Background: an optimization exercise with open tools, aiming at small area. Do not read the settings as production practice.
In this exercise RTL edits were held to simulation tests only and were not proved equivalent to the original.
No activity file was given, so power comes from the tool's default toggle rates.

try-nickel:
## avalonBus
module avalonBus
(
	input wire clk,
	input wire n_rst,
	input wire slave_read,
	input wire slave_write,
	input wire [31:0] slave_writedata,
	input wire [31:0] slave_addr,
	output reg [31:0] slave_readdata,
	input wire [31:0] master_readdata,
	output reg master_read,
	output reg master_write,
	output reg [31:0] master_addr,
	output reg [31:0] master_writedata,
	output reg sobel_complete
);
Settings: LEC_CHECK=0, CAP_MARGIN=0, CORE_MARGIN=2, CORE_UTILIZATION=40, PLACE_DENSITY=0.6, SLEW_MARGIN=0; clock period 12.0 ns.
standard.sh (not shown) runs the stock make flow with config.mk's settings and CLKGATE_MAP_FILE= SYNTH_SCRIPT=/design/flow/synth_recipe.tcl, a recipe that flattens the netlist after the stock synthesis.
==> flow/flow/run.sh <==
#!/bin/bash
set -euo pipefail
bash standard.sh "BUFFER_PORTS_ARGS=-buffer_cell sky130_fd_sc_hd__buf_1" \
  "CTS_ARGS=-sink_clustering_enable -repair_clock_nets -dont_use_dummy_load -buf_list sky130_fd_sc_hd__clkbuf_4 -sink_clustering_size 10 -sink_clustering_max_diameter 40" \
  finish > standard_flow.log 2>&1
try-nickel ran to completion and came out clean on the timing, design-rule and antenna checks.
The following lists how try-umber was set up differently from try-nickel:
# try-nickel
export LEC_CHECK = 0
export CAP_MARGIN = 0
export CORE_MARGIN = 2
export CORE_UTILIZATION = 40
export PLACE_DENSITY = 0.6
export SLEW_MARGIN = 0
create_clock -name core_clock -period 12.0 [get_ports {clk}]
# try-umber
export LEC_CHECK = 0
export CAP_MARGIN = 20
export CORE_MARGIN = 2
export CORE_UTILIZATION = 40
export PLACE_DENSITY = 0.6
export SLEW_MARGIN = 20
create_clock -name core_clock -period 12.0 [get_ports {clk}]
==> flow/flow/run.sh <==
#!/bin/bash
# Standard layout, with the port buffers made from the smallest buffer cell
# and a clock tree of clkbuf_8 without dummy loads.
set -euo pipefail
bash standard.sh "BUFFER_PORTS_ARGS=-buffer_cell sky130_fd_sc_hd__buf_1" \
  "CTS_ARGS=-sink_clustering_enable -repair_clock_nets -dont_use_dummy_load -buf_list sky130_fd_sc_hd__clkbuf_8" \
  finish > standard_flow.log 2>&1
## What came out
- try-umber went all the way through synthesis, placement and routing and the layout is clean on timing, DRC and antenna.
- try-nickel has lower final instance area than try-umber.
- Going from try-nickel to try-umber, total overflow reported by the global router barely changed, worst setup slack after layout dropped 27 ps, cell area after placement barely changed, routed wire length on met2 climbed about 0.9%.
- Largest stage delay on the critical path essentially unchanged between try-umber and try-nickel.
Here is what was changed in the inputs of try-sierra compared with try-umber.
--- a/flow/flow/run.sh
+++ b/flow/flow/run.sh
@@ -3 +3 @@
-# and a clock tree of clkbuf_8 without dummy loads.
+# and a clock tree of clkbuf_4 in small clusters without dummy loads.
@@ -6 +6 @@
-  "CTS_ARGS=-sink_clustering_enable -repair_clock_nets -dont_use_dummy_load -buf_list sky130_fd_sc_hd__clkbuf_8" \
+  "CTS_ARGS=-sink_clustering_enable -repair_clock_nets -dont_use_dummy_load -buf_list sky130_fd_sc_hd__clkbuf_4 -sink_clustering_size 8 -sink_clustering_max_diameter 30" \
--- outcome ---
try-sierra and try-umber all finish clean. try-sierra: final worst slack higher than try-umber. As far as die area goes, try-sierra and try-umber are indistinguishable; the numbers are identical. try-sierra vs. try-umber: cell leakage power fell about 0.8%, routed wire length moved down, total non-filler cell area in the finished layout saw a decrease, part of the Yosys area used for sequential elements stayed essentially flat, wire length on met1 dropped 2.3%. From try-umber to try-sierra the numbers moved as follows: via count of the first global-routing pass rose by 190, register-to-register path setup slack moved up, core utilization decreased by 0.48 points relative to the old numbers, total length of routed met2 wires -220 um.

---

## run A
Another version of the RTL of avalonBus (not shown whole).
Size: ~480 flip-flops, roughly 200 I/O pins, ~25,000 sq um of cells after synthesis.
export LEC_CHECK = 0
export CAP_MARGIN = 0
export CORE_MARGIN = 2
export CORE_UTILIZATION = 55
export PLACE_DENSITY = 0.75
export SLEW_MARGIN = 0
create_clock -name core_clock -period 12.0 [get_ports {clk}]
==> flow/flow/run.sh <==
#!/bin/bash
# The standard layout (standard.sh, standard synthesis unchanged), with:
#  - port buffers made from the smallest buffer cell (buf_1);
#  - a clock tree of clkbuf_4 in clusters of at most 10 sinks, without dummy loads;
#  - the synthesized tie cell kept as one cell (no per-load tie cells).
# make's full output goes to standard_flow.log; ORFS keeps each step's log under orfs/logs.
set -euo pipefail
bash standard.sh "BUFFER_PORTS_ARGS=-buffer_cell sky130_fd_sc_hd__buf_1" \
  "CTS_ARGS=-sink_clustering_enable -repair_clock_nets -dont_use_dummy_load -buf_list sky130_fd_sc_hd__clkbuf_4 -sink_clustering_size 10 -sink_clustering_max_diameter 40" \
  SKIP_REPAIR_TIE_FANOUT=1 finish > standard_flow.log 2>&1
Per the final summary, run A finished and its layout is clean on timing, DRC and antenna.
Input-level comparison between run B and run A:
- CORE_UTILIZATION: 55 -> 65
- PLACE_DENSITY: 0.75 -> 0.85
[summary]
- Run B -> run A: switching share of power flat
- Delta (run B minus run A): wire length of the first global-routing pass saw an increase, total global routing track utilization saw an increase.
- Sort run A and run B by clock skew, ascending, and run B comes first.
- Going from run A to run B, die height shrank by a little under 10%.
- Changes observed in run B relative to run A: clock edge transition at the registers on the reported setup and hold paths neither gained nor lost much; pin count of the biggest net entering global routing decreased by 6 relative to the old numbers.
### run B -> run C
- PLACE_DENSITY now 0.75, was 0.85
- CORE_UTILIZATION now 55, was 65
--- a/flow/flow/run.sh
+++ b/flow/flow/run.sh
@@ -7,4 +7,4 @@
 set -euo pipefail
 bash standard.sh "BUFFER_PORTS_ARGS=-buffer_cell sky130_fd_sc_hd__buf_1" \
-  "CTS_ARGS=-sink_clustering_enable -repair_clock_nets -dont_use_dummy_load -buf_list sky130_fd_sc_hd__clkbuf_4 -sink_clustering_size 10 -sink_clustering_max_diameter 40" \
+  "CTS_ARGS=-sink_clustering_enable -repair_clock_nets -dont_use_dummy_load -buf_list sky130_fd_sc_hd__clkbuf_4 -sink_clustering_size 12 -sink_clustering_max_diameter 35" \
   SKIP_REPAIR_TIE_FANOUT=1 finish > standard_flow.log 2>&1
Notes after the runs:
- [run C] wire length of the first global-routing pass fell 3700 um relative to run B
- Run B → run C: setup slack went down by 0.028 ns; aggregate routed wire length went down by 2.1%; sequential cell area was more or less identical; number of cells in the finished layout apart from fillers went up by about 4%.
- On run C: combinational power is about 4% lower than what run B gave.
- From run C to run B, synthesized area per cell did not move at all.
- From run C to run B, synthesized area did not move at all.
- Run C vs run B — non-clock buffer count rose 7.
- Fmax delta (run B -> run C): insignificant

[afterwards: timing with drivers on the ports]
No port has a modelled driver above. Below, the same layouts with a new extraction and two added sets of constraints. Step 1 (the two cells are an assumption about what drives the block):
set clk [get_ports {clk}]
set_driving_cell -lib_cell sky130_fd_sc_hd__clkbuf_16 $clk
set_driving_cell -lib_cell sky130_fd_sc_hd__buf_2 [delete_from_list [all_inputs] $clk]
Step 2 times the ports against the registers' clock, not the clock port: input delays grow and output delays shrink by t, the midpoint of the rising clock arrivals with the driver on. Slacks: ideal ports / drivers / drivers and shift; pairs: ideal ports / drivers.
run | t, ns | setup slack, ns | worst register clock-pin slew, ns | pins driven straight from the clock port
try-nickel | 0.852 | 0.586 / 0.586 / 0.586 | 0.11 / 0.11 | 1
try-umber | 0.692 | 0.559 / 0.559 / 0.559 | 0.07 / 0.07 | 1
try-sierra | 0.863 | 0.580 / 0.580 / 0.580 | 0.09 / 0.09 | 1
run A | 0.829 | 0.216 / 0.216 / 0.216 | 0.11 / 0.11 | 1
run B | 0.785 | 0.199 / 0.199 / 0.199 | 0.11 / 0.11 | 1
run C | 0.844 | 0.171 / 0.171 / 0.171 | 0.12 / 0.12 | 1
After both steps setup and hold are still met in every run listed.
